This is an optimization exercise on Yosys and OpenROAD, whose aim is small area, a short achievable clock period and few clock cycles, not a production implementation. At most, simulation tests tie the RTL to the original design; equivalence was not proved. Power and IR drop assume default switching activity.

Setup of v6:
==> module Datapath, before the edit <==
module Datapath (input clk, rst,
                 input [23:0] imem_data,
                 input [23:0] dmem_rdata,
                 output [23:0] imem_addr,
                 output [23:0] dmem_addr,
                 output [23:0] dmem_wdata,
                 output dmem_we,
                 output halted
);
    reg [23:0] H, W, K, C, X, J, L, P, T, AC, MDR, MAR, PC;
    reg [23:0] OPR;      
    reg [4:0]  op;       
    reg [3:0]  dst;      
    reg [3:0]  src;      
    reg        x_sub, x_cin, x_mul, x_jmp, x_alu, x_st, x_halt;
    reg [4:0]  mcnt;     
    reg        mskip;    
    wire is_ld    = op == 5'd3;
    wire is_mv    = op == 5'd8;
    wire is_div   = op == 5'd13;
    wire is_mul2  = op == 5'd14;
    wire is_mul4  = op == 5'd15;
    wire is_const = op[4] & op[2];
    wire bubble   = x_jmp | is_const;     
    wire [23:0] rd = ({24{is_mv & (src == 4'd1)}}  & H) | ({24{is_mv & (src == 4'd2)}}  & W) |
                     ({24{is_mv & (src == 4'd3)}}  & K) | ({24{is_mv & (src == 4'd4)}}  & C) |
                     ({24{is_mv & (src == 4'd5)}}  & X) | ({24{is_mv & (src == 4'd6)}}  & J) |
                     ({24{is_mv & (src == 4'd7)}}  & L) | ({24{is_mv & (src == 4'd8)}}  & P) |
                     ({24{is_mv & (src == 4'd9)}}  & T) | ({24{(is_mv & (src == 4'd10)) | x_st}} & AC) |
                     ({24{is_mv & (src == 4'd12)}} & MDR);
    wire [23:0] wval = rd | ({24{is_const}} & imem_data) | ({24{is_ld}} & dmem_rdata);
    wire        wr   = is_mv | is_const;
    wire we_H = wr & (dst == 4'd1), we_W = wr & (dst == 4'd2), we_K = wr & (dst == 4'd3);
    wire we_C = wr & (dst == 4'd4), we_X = wr & (dst == 4'd5), we_J = wr & (dst == 4'd6);
    wire we_L = wr & (dst == 4'd7), we_P = wr & (dst == 4'd8), we_T = wr & (dst == 4'd9);
    wire we_A = wr & (dst == 4'd10), we_D = wr & (dst == 4'd12), we_M = wr & (dst == 4'd13);
    wire [23:0] a_in = x_mul ? {AC[22:0], 1'b0} : AC;
    wire [23:0] b_in = OPR ^ {24{x_sub}};
    wire [23:0] sum;
    prefix_add24 adder (.a(a_in), .b(b_in), .cin(x_cin), .s(sum));
    wire [23:0] mmask = ~(24'hFFFFFE << mcnt) & {24{AC[23]}};
    wire        skip4 = mskip & (AC[23:20] == 4'd0);
    wire [4:0]  mnext = mcnt + (skip4 ? 5'd4 : 5'd1);
    wire        mdone = skip4 ? (mcnt == 5'd20) : (mcnt == 5'd23);
    wire taken = x_jmp & ~sum[23];
    wire stall = (x_mul & ~mdone) | x_halt;
    wire        ac_ld   = we_A | is_ld;
    wire        ac_hold = ~(ac_ld | x_alu | x_mul | is_div | is_mul2 | is_mul4 | (op == 5'd7));
    wire        mstep   = x_mul & ~skip4;
    wire [23:0] use_sum = {24{x_alu}} | ({24{mstep}} & mmask);
    wire [23:0] ac_oth  = ({24{ac_ld}} & wval) | ({24{ac_hold}} & AC) |
                          ({24{is_div}} & {4'd0, AC[23:4]}) |
                          (({24{is_mul2}} | ({24{mstep}} & ~mmask)) & {AC[22:0], 1'b0}) |
                          ({24{is_mul4}} & {AC[21:0], 2'b0}) |
                          ({24{x_mul & skip4}} & {AC[19:0], 4'd0});
    wire [23:0] ac_next = (use_sum & sum) | (~use_sum & ac_oth);
    wire [23:0] pc_inc;
    inc24 pcinc (.a(PC), .y(pc_inc));
    assign imem_addr  = PC;
    assign dmem_addr  = MAR;
    assign dmem_wdata = AC;
    assign dmem_we    = x_st;
    assign halted     = x_halt;
    wire [4:0] f_op  = imem_data[4:0];
    wire [3:0] f_dst = imem_data[8:5];
    wire [3:0] f_src = imem_data[12:9];
    wire f_mvir   = f_op == 5'd8 && f_src[3:1] == 3'b111;
    wire f_halt   = ~f_op[4] & ~f_op[3] & ~f_op[0];
    wire f_incdec = f_op == 5'd9 || f_op == 5'd10;
    wire o_W = (f_dst[2:0] == 3'd2);
    wire o_K = (f_dst[2:0] == 3'd3);
    wire o_T = (f_dst[2:0] == 3'd1);
    wire o_X = (f_dst[2:0] == 3'd5);
    wire o_J = (f_dst[2:0] == 3'd6);
    wire o_L = (f_dst[2:0] == 3'd0 || f_dst[2:0] == 3'd4 || f_dst[2:0] == 3'd7);
    wire fwd = (o_W & we_W) | (o_K & we_K) | (o_T & we_T) | (o_X & we_X) | (o_J & we_J) | (o_L & we_L);
    wire [23:0] opr_rd = ({24{o_W}} & W) | ({24{o_K}} & K) | ({24{o_T}} & T) |
                         ({24{o_X}} & X) | ({24{o_J}} & J) | ({24{o_L}} & L);
    wire [23:0] opr_next = (fwd ? wval : opr_rd) & {24{~f_incdec}};    
    always @(posedge clk) begin
        if (rst) begin
            PC     <= 24'd0;
            op     <= 5'd1;
            x_jmp  <= 1'b0;
            x_mul  <= 1'b0;
            x_alu  <= 1'b0;
            x_st   <= 1'b0;
            x_halt <= 1'b0;
            mcnt   <= 5'd0;
            mskip  <= 1'b1;
        end else begin
            if (!stall) begin
                if (bubble | ~f_mvir) PC <= taken ? imem_data : pc_inc;
                op     <= bubble ? 5'd1 : f_mvir ? 5'd20 : f_op;
                x_jmp  <= ~bubble & (f_op == 5'd17);
                x_mul  <= ~bubble & (f_op == 5'd16);
                x_alu  <= ~bubble & (f_op == 5'd9 || f_op == 5'd10 || f_op == 5'd11 || f_op == 5'd12);
                x_st   <= ~bubble & (f_op == 5'd5);
                x_halt <= ~bubble & f_halt;
            end
            mcnt  <= (x_mul & ~mdone) ? mnext : 5'd0;
            mskip <= ~(x_mul & ~mdone) | skip4;
        end
    end
    always @(posedge clk) begin
        if (!stall) begin
            dst   <= f_dst;
            src   <= f_src;
            OPR   <= opr_next;
            x_sub <= f_op == 5'd12 || f_op == 5'd17 || f_op == 5'd10;
            x_cin <= f_op == 5'd12 || f_op == 5'd17 || f_op == 5'd9;
        end
    end
    always @(posedge clk) begin
        if (we_H) H <= wval;
        if (we_W) W <= wval;
        if (we_K) K <= wval;
        if (we_C) C <= wval;
        if (we_X) X <= wval;
        if (we_J) J <= wval;
        if (we_L) L <= wval;
        if (we_P) P <= wval;
        if (we_T) T <= wval;
        if (we_M) MAR <= wval;
        if (we_D | is_ld | x_st) MDR <= wval;
        AC <= ac_next;
    end
endmodule
Settings: LEC_CHECK=0, CAP_MARGIN=20, CORE_MARGIN=2, CORE_UTILIZATION=60, CTS_BUF_LIST=sky130_fd_sc_hd__clkbuf_8, SLEW_MARGIN=20; clock period 10.0 ns.
standard.sh (not shown) runs the stock make flow with config.mk's settings and CLKGATE_MAP_FILE= SYNTH_SCRIPT=/design/flow/synth_recipe.tcl, a recipe that flattens the netlist after the stock synthesis.
==> flow/flow/run.sh <==
#!/bin/bash
# Standard layout, with plain buffers on the ports and timing repair aiming
# at a 6.5 ns setup margin.
bash standard.sh SETUP_SLACK_MARGIN=6.5 'BUFFER_PORTS_ARGS=-buffer_cell sky130_fd_sc_hd__buf_2' finish > standard.log 2>&1
Testbench counts of v6, summed over its fixed seeds: cycles 102,099.
--- input diff v6..v7 ---
--- a/flow/design.v
+++ b/flow/design.v
@@ -20,17 +20,18 @@
     wire is_div   = op == 5'd13;
     wire is_mul2  = op == 5'd14;
     wire is_mul4  = op == 5'd15;
     wire is_const = op[4] & op[2];
+    wire is_cw    = op == 5'd2;           
     wire bubble   = x_jmp | is_const;     
     wire [23:0] rd = ({24{is_mv & (src == 4'd1)}}  & H) | ({24{is_mv & (src == 4'd2)}}  & W) |
                      ({24{is_mv & (src == 4'd3)}}  & K) | ({24{is_mv & (src == 4'd4)}}  & C) |
                      ({24{is_mv & (src == 4'd5)}}  & X) | ({24{is_mv & (src == 4'd6)}}  & J) |
                      ({24{is_mv & (src == 4'd7)}}  & L) | ({24{is_mv & (src == 4'd8)}}  & P) |
                      ({24{is_mv & (src == 4'd9)}}  & T) | ({24{(is_mv & (src == 4'd10)) | x_st}} & AC) |
                      ({24{is_mv & (src == 4'd12)}} & MDR);
-    wire [23:0] wval = rd | ({24{is_const}} & imem_data) | ({24{is_ld}} & dmem_rdata);
-    wire        wr   = is_mv | is_const;
+    wire [23:0] wval = rd | ({24{is_cw}} & OPR) | ({24{is_ld}} & dmem_rdata);
+    wire        wr   = is_mv | is_cw;
     wire we_H = wr & (dst == 4'd1), we_W = wr & (dst == 4'd2), we_K = wr & (dst == 4'd3);
     wire we_C = wr & (dst == 4'd4), we_X = wr & (dst == 4'd5), we_J = wr & (dst == 4'd6);
     wire we_L = wr & (dst == 4'd7), we_P = wr & (dst == 4'd8), we_T = wr & (dst == 4'd9);
     wire we_A = wr & (dst == 4'd10), we_D = wr & (dst == 4'd12), we_M = wr & (dst == 4'd13);
@@ -90,9 +91,9 @@
             mskip  <= 1'b1;
         end else begin
             if (!stall) begin
                 if (bubble | ~f_mvir) PC <= taken ? imem_data : pc_inc;
-                op     <= bubble ? 5'd1 : f_mvir ? 5'd20 : f_op;
+                op     <= is_const ? 5'd2 : bubble ? 5'd1 : f_mvir ? 5'd20 : f_op;
                 x_jmp  <= ~bubble & (f_op == 5'd17);
                 x_mul  <= ~bubble & (f_op == 5'd16);
                 x_alu  <= ~bubble & (f_op == 5'd9 || f_op == 5'd10 || f_op == 5'd11 || f_op == 5'd12);
                 x_st   <= ~bubble & (f_op == 5'd5);
@@ -103,11 +104,11 @@
         end
     end
     always @(posedge clk) begin
         if (!stall) begin
-            dst   <= f_dst;
+            if (!is_const) dst <= f_dst;
             src   <= f_src;
-            OPR   <= opr_next;
+            OPR   <= is_const ? imem_data : opr_next;
             x_sub <= f_op == 5'd12 || f_op == 5'd17 || f_op == 5'd10;
             x_cin <= f_op == 5'd12 || f_op == 5'd17 || f_op == 5'd9;
         end
     end
- Post-CTS clock slew at the launch and capture registers of the worst setup and hold paths: v7 vs v6 — no meaningful difference
- The total non-filler cell area in the finished layout was comparable across v6 and v7.
- Taking v7 over v6, the count of cells resized by post-cts repair ratio works out to 0.72.
- On v7: total power consumption of the routed design is about 0.33% higher than what v6 gave.
- Any difference in die area between v6 and v7 is small enough to ignore.
- Number of non-clock inverters in the layout came out lower on v7 than on v6.
- v7 ended with less clock-buffer cell count than v6.
The RTL of v7 was laid out without a check of its function.

========
Another version of the RTL of Datapath (not shown whole).
Size: roughly 1400 cells after synthesis, roughly 18000 um^2 of cells after synthesis.
clock: 10.0 ns
lec_check: 0
cap_margin: 20
core_margin: 2
core_utilization: 60
cts_buf_list: sky130_fd_sc_hd__clkbuf_8
cts_cluster_diameter: 60
cts_cluster_size: 15
slew_margin: 20
Scripts as last shown in full above: flow/flow/run.sh
Edit:
--- a/flow/design.v
+++ b/flow/design.v
@@ -18,12 +18,13 @@
     reg [3:0]  dst;
     reg        x_ld, x_st, x_clac, x_mv, x_alu, x_cin, x_div, x_mul2, x_mul4, x_mul, x_jmp, x_const, x_halt;
     reg        x_rac, x_rmdr;    
     reg        x_acwr, x_achold;  
     reg        st_pend;  
     reg        halt_q;   
+    reg        stl;      
     reg [4:0]  mcnt;     
     reg        mskip;    
     wire [23:0] wval = OPR | ({24{x_rac}} & AC) | ({24{x_rmdr | (x_ld & st_pend)}} & MDR) |
                        ({24{x_const}} & IR) | ({24{x_ld & ~st_pend}} & dmem_rdata);
     wire        wr   = x_mv | x_const;
     wire we_H = wr & (dst == 4'd1), we_W = wr & (dst == 4'd2), we_K = wr & (dst == 4'd3);
@@ -35,13 +36,13 @@
     wire [23:0] mmask = ~(24'hFFFFFE << mcnt) & {24{AC[23]}};
     wire        skip4 = mskip & (AC[23:20] == 4'd0) & (mcnt != 5'd20);
     wire [4:0]  mnext = mcnt + (skip4 ? 5'd4 : 5'd1);
     wire        mdone = mcnt == 5'd23;
     wire        mstep = x_mul & ~skip4;
     wire taken = x_jmp & ~sum[23];
-    wire stall = (x_mul & ~mdone) | x_halt;
+    wire stall = stl;    
     wire        ac_wr   = x_acwr;        
     wire        ac_hold = x_achold;      
     wire [23:0] use_sum = {24{x_alu}};
     wire [23:0] use_ms  = {24{mstep}} & mmask;
     wire [23:0] ac_oth  = ({24{ac_wr}} & wval) | ({24{ac_hold}} & AC) |
                           ({24{x_div}} & {4'd0, AC[23:4]}) |
@@ -104,13 +105,16 @@
             x_acwr  <= 1'b0;
             x_achold <= 1'b1;
             mcnt    <= 5'd0;
             mskip   <= 1'b1;
             st_pend <= 1'b0;
             halt_q  <= 1'b0;
+            stl     <= 1'b0;
         end else begin
+            stl     <= stall ? (x_halt | (x_mul & (mnext != 5'd23)))
+                             : (vD & (d_op == 5'd16 || (~d_op[4] & ~d_op[3] & ~d_op[0])));
             st_pend <= x_st & ~stall;
             halt_q  <= x_halt;
             if (!stall) begin
                 vD      <= ~taken & ~(vD & d_2w);
                 x_ld    <= vD & (d_op == 5'd3);
                 x_st    <= vD & (d_op == 5'd5);
Total power came out lower by about 4%.
Core utilization hardly moves.
Cell count is higher by about 1.8%.
Non-clock buffer count went down by 1.
Sequential cell count climbs by 1.
Via count goes up by about 2%.
Sequential power is about the same.
Setup slack is better by 100 ps.
Testbench counts after the change, summed over its fixed seeds: cycles 103,362.
No functional check of the RTL was part of the first run of this note.

========
Another version of the RTL of Datapath (not shown whole).
Size in the first run: about 1400 cells after synthesis, roughly 350 flip-flops.
==> flow/design.v (excerpt) <==
module Datapath (input clk, rst,
                 input [23:0] imem_data,
                 input [23:0] dmem_rdata,
                 output [23:0] imem_addr,
                 output [23:0] dmem_addr,
                 output [23:0] dmem_wdata,
                 output dmem_we,
                 output halted
);
    reg [23:0] H, W, K, C, X, J, L, P, T, AC, MDR, MAR, PC;
    reg [4:0]  op;       
    reg [3:0]  dst;      
    reg [10:0] rsel;     
    reg        x_sub, x_cin, x_mul, x_jmp, x_alu, x_st, x_halt;
    reg [4:0]  mcnt;     
    reg        mskip;    
    wire [4:0] f_op  = imem_data[4:0];
    wire [3:0] f_dst = imem_data[8:5];
    wire [3:0] f_src = imem_data[12:9];
    wire f_mv   = f_op == 5'd8;
    wire f_st   = f_op == 5'd5;
    wire f_opnd = (f_op == 5'd11) | (f_op == 5'd12) | (f_op == 5'd16) | (f_op == 5'd17);
    wire f_mvir = f_mv & (f_src == 4'd14);
    reg [10:0] f_rsel;
    always @(*) begin
        f_rsel = 11'd0;
        if (f_mv) begin
            case (f_src)
                4'd1:  f_rsel[0]  = 1'b1;
                4'd2:  f_rsel[1]  = 1'b1;
                4'd3:  f_rsel[2]  = 1'b1;
                4'd4:  f_rsel[3]  = 1'b1;
                4'd5:  f_rsel[4]  = 1'b1;
                4'd6:  f_rsel[5]  = 1'b1;
                4'd7:  f_rsel[6]  = 1'b1;
                4'd8:  f_rsel[7]  = 1'b1;
                4'd9:  f_rsel[8]  = 1'b1;
                4'd10: f_rsel[9]  = 1'b1;
                4'd12: f_rsel[10] = 1'b1;
                default: ;
            endcase
        end else if (f_opnd) begin
            case (f_dst[2:0])
                3'd2: f_rsel[1] = 1'b1;
                3'd3: f_rsel[2] = 1'b1;
                3'd1: f_rsel[8] = 1'b1;
                3'd5: f_rsel[4] = 1'b1;
                3'd6: f_rsel[5] = 1'b1;
                default: f_rsel[6] = 1'b1;
            endcase
        end else if (f_st) begin
            f_rsel[9] = 1'b1;
        end
    end
    wire is_ld    = op == 5'd3;
    wire is_clac  = op == 5'd7;
    wire is_mv    = op == 5'd8;
    wire is_div   = op == 5'd13;
    wire is_mul2  = op == 5'd14;
    wire is_mul4  = op == 5'd15;
    wire is_const = op[4] & op[2];
    wire bubble   = x_jmp | is_const;     
    wire [23:0] rd = ({24{rsel[0]}}  & H)  | ({24{rsel[1]}}  & W)  | ({24{rsel[2]}}  & K) |
  ...
==> module Datapath, before the edit <==
module Datapath (input clk, rst,
                 input [23:0] imem_data,
                 input [23:0] dmem_rdata,
                 output [23:0] imem_addr,
                 output [23:0] dmem_addr,
                 output [23:0] dmem_wdata,
                 output dmem_we,
                 output halted
);
    reg [23:0] H, W, K, C, X, J, L, P, T, AC, MDR, MAR, PC;
    reg [4:0]  op;       
    reg [3:0]  dst;      
    reg [10:0] rsel;     
    reg        x_sub, x_cin, x_mul, x_jmp, x_alu, x_st, x_halt;
    reg [4:0]  mcnt;     
    reg        mskip;    
    wire [4:0] f_op  = imem_data[4:0];
    wire [3:0] f_dst = imem_data[8:5];
    wire [3:0] f_src = imem_data[12:9];
    wire f_mv   = f_op == 5'd8;
    wire f_st   = f_op == 5'd5;
    wire f_opnd = (f_op == 5'd11) | (f_op == 5'd12) | (f_op == 5'd16) | (f_op == 5'd17);
    wire f_mvir = f_mv & (f_src == 4'd14);
    reg [10:0] f_rsel;
    always @(*) begin
        f_rsel = 11'd0;
        if (f_mv) begin
            case (f_src)
                4'd1:  f_rsel[0]  = 1'b1;
                4'd2:  f_rsel[1]  = 1'b1;
                4'd3:  f_rsel[2]  = 1'b1;
                4'd4:  f_rsel[3]  = 1'b1;
                4'd5:  f_rsel[4]  = 1'b1;
                4'd6:  f_rsel[5]  = 1'b1;
                4'd7:  f_rsel[6]  = 1'b1;
                4'd8:  f_rsel[7]  = 1'b1;
                4'd9:  f_rsel[8]  = 1'b1;
                4'd10: f_rsel[9]  = 1'b1;
                4'd12: f_rsel[10] = 1'b1;
                default: ;
            endcase
        end else if (f_opnd) begin
            case (f_dst[2:0])
                3'd2: f_rsel[1] = 1'b1;
                3'd3: f_rsel[2] = 1'b1;
                3'd1: f_rsel[8] = 1'b1;
                3'd5: f_rsel[4] = 1'b1;
                3'd6: f_rsel[5] = 1'b1;
                default: f_rsel[6] = 1'b1;
            endcase
        end else if (f_st) begin
            f_rsel[9] = 1'b1;
        end
    end
    wire is_ld    = op == 5'd3;
    wire is_clac  = op == 5'd7;
    wire is_mv    = op == 5'd8;
    wire is_div   = op == 5'd13;
    wire is_mul2  = op == 5'd14;
    wire is_mul4  = op == 5'd15;
    wire is_const = op[4] & op[2];
    wire bubble   = x_jmp | is_const;     
    wire [23:0] rd = ({24{rsel[0]}}  & H)  | ({24{rsel[1]}}  & W)  | ({24{rsel[2]}}  & K) |
                     ({24{rsel[3]}}  & C)  | ({24{rsel[4]}}  & X)  | ({24{rsel[5]}}  & J) |
                     ({24{rsel[6]}}  & L)  | ({24{rsel[7]}}  & P)  | ({24{rsel[8]}}  & T) |
                     ({24{rsel[9]}}  & AC) | ({24{rsel[10]}} & MDR);
    wire [23:0] wval = rd | ({24{is_const}} & imem_data) | ({24{is_ld}} & dmem_rdata);
    wire        wr   = is_mv | is_const;
    wire [23:0] a_in = x_mul ? {AC[22:0], 1'b0} : AC;
    wire [23:0] b_in = rd ^ {24{x_sub}};
    wire [23:0] sum;
    wire        c23;
    prefix_add24 adder (.a(a_in), .b(b_in), .cin(x_cin), .s(sum), .c23(c23));
    wire [23:0] mmask = ~(24'hFFFFFE << mcnt) & {24{AC[23]}};
    wire        skip4 = mskip & (AC[23:20] == 4'd0);
    wire [4:0]  mnext = mcnt + (skip4 ? 5'd4 : 5'd1);
    wire        mdone = skip4 ? (mcnt == 5'd20) : (mcnt == 5'd23);
    wire taken = x_jmp & ~sum[23];
    wire stall = (x_mul & ~mdone) | x_halt;
    wire [23:0] pc_inc;
    inc24 pcinc (.a(PC), .y(pc_inc));
    assign imem_addr  = PC;
    assign dmem_addr  = MAR;
    assign dmem_wdata = AC;
    assign dmem_we    = x_st;
    assign halted     = x_halt;
    wire f_halt = ~f_op[4] & ~f_op[3] & ~f_op[0];
    always @(posedge clk) begin
        if (rst) begin
            PC     <= 24'd0;
            op     <= 5'd1;
            x_jmp  <= 1'b0;
            x_mul  <= 1'b0;
            x_st   <= 1'b0;
            x_halt <= 1'b0;
            mcnt   <= 5'd0;
            mskip  <= 1'b1;
        end else begin
            if (!stall) begin
                if (bubble | ~f_mvir) PC <= taken ? imem_data : pc_inc;
                op     <= bubble ? 5'd1 : f_mvir ? 5'd20 : f_op;
                x_jmp  <= ~bubble & (f_op == 5'd17);
                x_mul  <= ~bubble & (f_op == 5'd16);
                x_st   <= ~bubble & f_st;
                x_halt <= ~bubble & f_halt;
            end
            mcnt  <= (x_mul & ~mdone) ? mnext : 5'd0;
            mskip <= ~(x_mul & ~mdone) | skip4;
        end
    end
    always @(posedge clk) begin
        if (!stall) begin
            dst   <= f_dst;
            rsel  <= f_rsel;
            x_sub <= (f_op == 5'd12) | (f_op == 5'd17) | (f_op == 5'd10);
            x_cin <= (f_op == 5'd12) | (f_op == 5'd17) | (f_op == 5'd9);
            x_alu <= ~bubble & ((f_op == 5'd9) | (f_op == 5'd10) | (f_op == 5'd11) | (f_op == 5'd12));
        end
    end
    always @(posedge clk) begin
        if (wr && dst == 4'd1)  H <= wval;
        if (wr && dst == 4'd2)  W <= wval;
        if (wr && dst == 4'd3)  K <= wval;
        if (wr && dst == 4'd4)  C <= wval;
        if (wr && dst == 4'd5)  X <= wval;
        if (wr && dst == 4'd6)  J <= wval;
        if (wr && dst == 4'd7)  L <= wval;
        if (wr && dst == 4'd8)  P <= wval;
        if (wr && dst == 4'd9)  T <= wval;
        if (wr && dst == 4'd13) MAR <= wval;
        if ((wr && dst == 4'd12) || is_ld || x_st) MDR <= wval;
        if ((wr && dst == 4'd10) || is_ld)               AC <= wval;
        else if (is_clac)                                AC <= 24'd0;
        else if (x_alu)                                  AC <= sum;
        else if (is_div)                                 AC <= {4'd0, AC[23:4]};
        else if (is_mul2)                                AC <= {AC[22:0], 1'b0};
        else if (is_mul4)                                AC <= {AC[21:0], 2'b0};
        else if (x_mul & skip4)                          AC <= {AC[19:0], 4'd0};
        else if (x_mul)                                  AC <= (mmask & sum) | (~mmask & {AC[22:0], 1'b0});
    end
endmodule
==> flow/config.mk <==
export PLATFORM = sky130hd
export DESIGN_NAME = Datapath
export DESIGN_NICKNAME = Datapath
export VERILOG_FILES = /design/flow/design.v
export SDC_FILE = /design/flow/constraint.sdc
export NUM_CORES = 4
export LEC_CHECK = 0
export CAP_MARGIN = 20
export CORE_MARGIN = 2
export CORE_UTILIZATION = 40
export SLEW_MARGIN = 20
==> flow/constraint.sdc <==
create_clock -name core_clock -period 10.0 [get_ports {clk}]
set_input_delay 2.0000 -clock core_clock [delete_from_list [all_inputs] [get_ports {clk}]]
set_output_delay 2.0000 -clock core_clock [all_outputs]
set_load 0.01 [all_outputs]
run.sh (not shown) runs the stock make flow with config.mk's settings and CLKGATE_MAP_FILE= SYNTH_SCRIPT=/design/flow/synth_recipe.tcl, a recipe that flattens the netlist after the stock synthesis.
Stock flow here: none of the scripts above is used.
Edit:
--- a/flow/design.v
+++ b/flow/design.v
@@ -10,7 +10,8 @@
     reg [23:0] H, W, K, C, X, J, L, P, T, AC, MDR, MAR, PC;
     reg [4:0]  op;       
     reg [3:0]  dst;      
-    reg [10:0] rsel;     
+    reg [10:0] ihi;      
+    reg [11:0] rsel;     
     reg        x_sub, x_cin, x_mul, x_jmp, x_alu, x_st, x_halt;
     reg [4:0]  mcnt;     
     reg        mskip;    
@@ -20,10 +21,9 @@
     wire f_mv   = f_op == 5'd8;
     wire f_st   = f_op == 5'd5;
     wire f_opnd = (f_op == 5'd11) | (f_op == 5'd12) | (f_op == 5'd16) | (f_op == 5'd17);
-    wire f_mvir = f_mv & (f_src == 4'd14);
-    reg [10:0] f_rsel;
+    reg [11:0] f_rsel;
     always @(*) begin
-        f_rsel = 11'd0;
+        f_rsel = 12'd0;
         if (f_mv) begin
             case (f_src)
                 4'd1:  f_rsel[0]  = 1'b1;
@@ -37,6 +37,7 @@
                 4'd9:  f_rsel[8]  = 1'b1;
                 4'd10: f_rsel[9]  = 1'b1;
                 4'd12: f_rsel[10] = 1'b1;
+                4'd14: f_rsel[11] = 1'b1;
                 default: ;
             endcase
         end else if (f_opnd) begin
@@ -60,10 +61,11 @@
     wire is_mul4  = op == 5'd15;
     wire is_const = op[4] & op[2];
     wire bubble   = x_jmp | is_const;     
+    wire [23:0] irword = {ihi, 4'd14, dst, 5'd8};    
     wire [23:0] rd = ({24{rsel[0]}}  & H)  | ({24{rsel[1]}}  & W)  | ({24{rsel[2]}}  & K) |
                      ({24{rsel[3]}}  & C)  | ({24{rsel[4]}}  & X)  | ({24{rsel[5]}}  & J) |
                      ({24{rsel[6]}}  & L)  | ({24{rsel[7]}}  & P)  | ({24{rsel[8]}}  & T) |
-                     ({24{rsel[9]}}  & AC) | ({24{rsel[10]}} & MDR);
+                     ({24{rsel[9]}}  & AC) | ({24{rsel[10]}} & MDR) | ({24{rsel[11]}} & irword);
     wire [23:0] wval = rd | ({24{is_const}} & imem_data) | ({24{is_ld}} & dmem_rdata);
     wire        wr   = is_mv | is_const;
     wire [23:0] a_in = x_mul ? {AC[22:0], 1'b0} : AC;
@@ -97,8 +99,8 @@
             mskip  <= 1'b1;
         end else begin
             if (!stall) begin
-                if (bubble | ~f_mvir) PC <= taken ? imem_data : pc_inc;
-                op     <= bubble ? 5'd1 : f_mvir ? 5'd20 : f_op;
+                PC     <= taken ? imem_data : pc_inc;
+                op     <= bubble ? 5'd1 : f_op;
                 x_jmp  <= ~bubble & (f_op == 5'd17);
                 x_mul  <= ~bubble & (f_op == 5'd16);
                 x_st   <= ~bubble & f_st;
@@ -109,6 +111,7 @@
         end
     end
     always @(posedge clk) begin
+        ihi <= imem_data[23:13];
         if (!stall) begin
             dst   <= f_dst;
             rsel  <= f_rsel;
After rerunning:
- The changed run completed without violations
- wire length goes up by 4.9%
- power went down by about 0.8%
- sequential power hardly moves
- global-route usage rises by 0.69 points
- clock-buffer cell count falls by 2
- design area is higher by about 4%
- setup slack gets better by 420 ps
- worst hold slack gets worse by 14 ps
- critical path depth does not change
- combinational power shrinks by about 20%
- utilization goes up by 0.27 points
- final cell count rose by 4.2%
- fmax grows by 8.8%
- first-iteration DRC count went up by about 10%
Function was not checked in any run of this note: the RTL went through the layout flow alone.

## static timing again, ports no longer ideal
No port has a modelled driver above. Below, the same layouts with a new extraction and two added sets of constraints.
Step 1, drivers: a clkbuf_16 drives clk and a buf_2 each remaining input, both assumed.
Step 2 adds t to the input delays and takes it off the output delays; t is the mean of the earliest and latest rising clock arrival at the registers after step 1. Input paths then give back, and output paths get back, about the clock's delay inside the block.
a / b / c = ideal / step 1 / step 2; a / b = the first two.
run | t (ns) | setup WS [ns] | hold WS [ns] | worst slew at a driven data input, ns
v6 | 0.670 | 6.435 / 6.382 / 5.891 | 0.532 / 0.532 / 0.532 | 0.05
v7 | 0.674 | 6.331 / 6.331 / 5.863 | 0.500 / 0.500 / 0.500 | 0.06
the first run of note 2 | 0.619 | 6.578 / 6.578 / 6.286 | 0.501 / 0.501 / 0.501 | 0.05
the second run of note 2 | 0.617 | 6.678 / 6.678 / 6.133 | 0.475 / 0.475 / 0.475 | 0.04
the first run of note 3 | 0.596 | 4.852 / 4.852 / 4.504 | 0.503 / 0.503 / 0.503 | 0.05
the second run of note 3 | 0.613 | 5.269 / 5.269 / 5.269 | 0.489 / 0.489 / 0.489 | 0.06
After both steps every run listed still meets setup and hold. For the second run of note 2, which loses most, drivers alone change the setup slack by 0.000 ns; drivers and shift together by -0.545 ns.
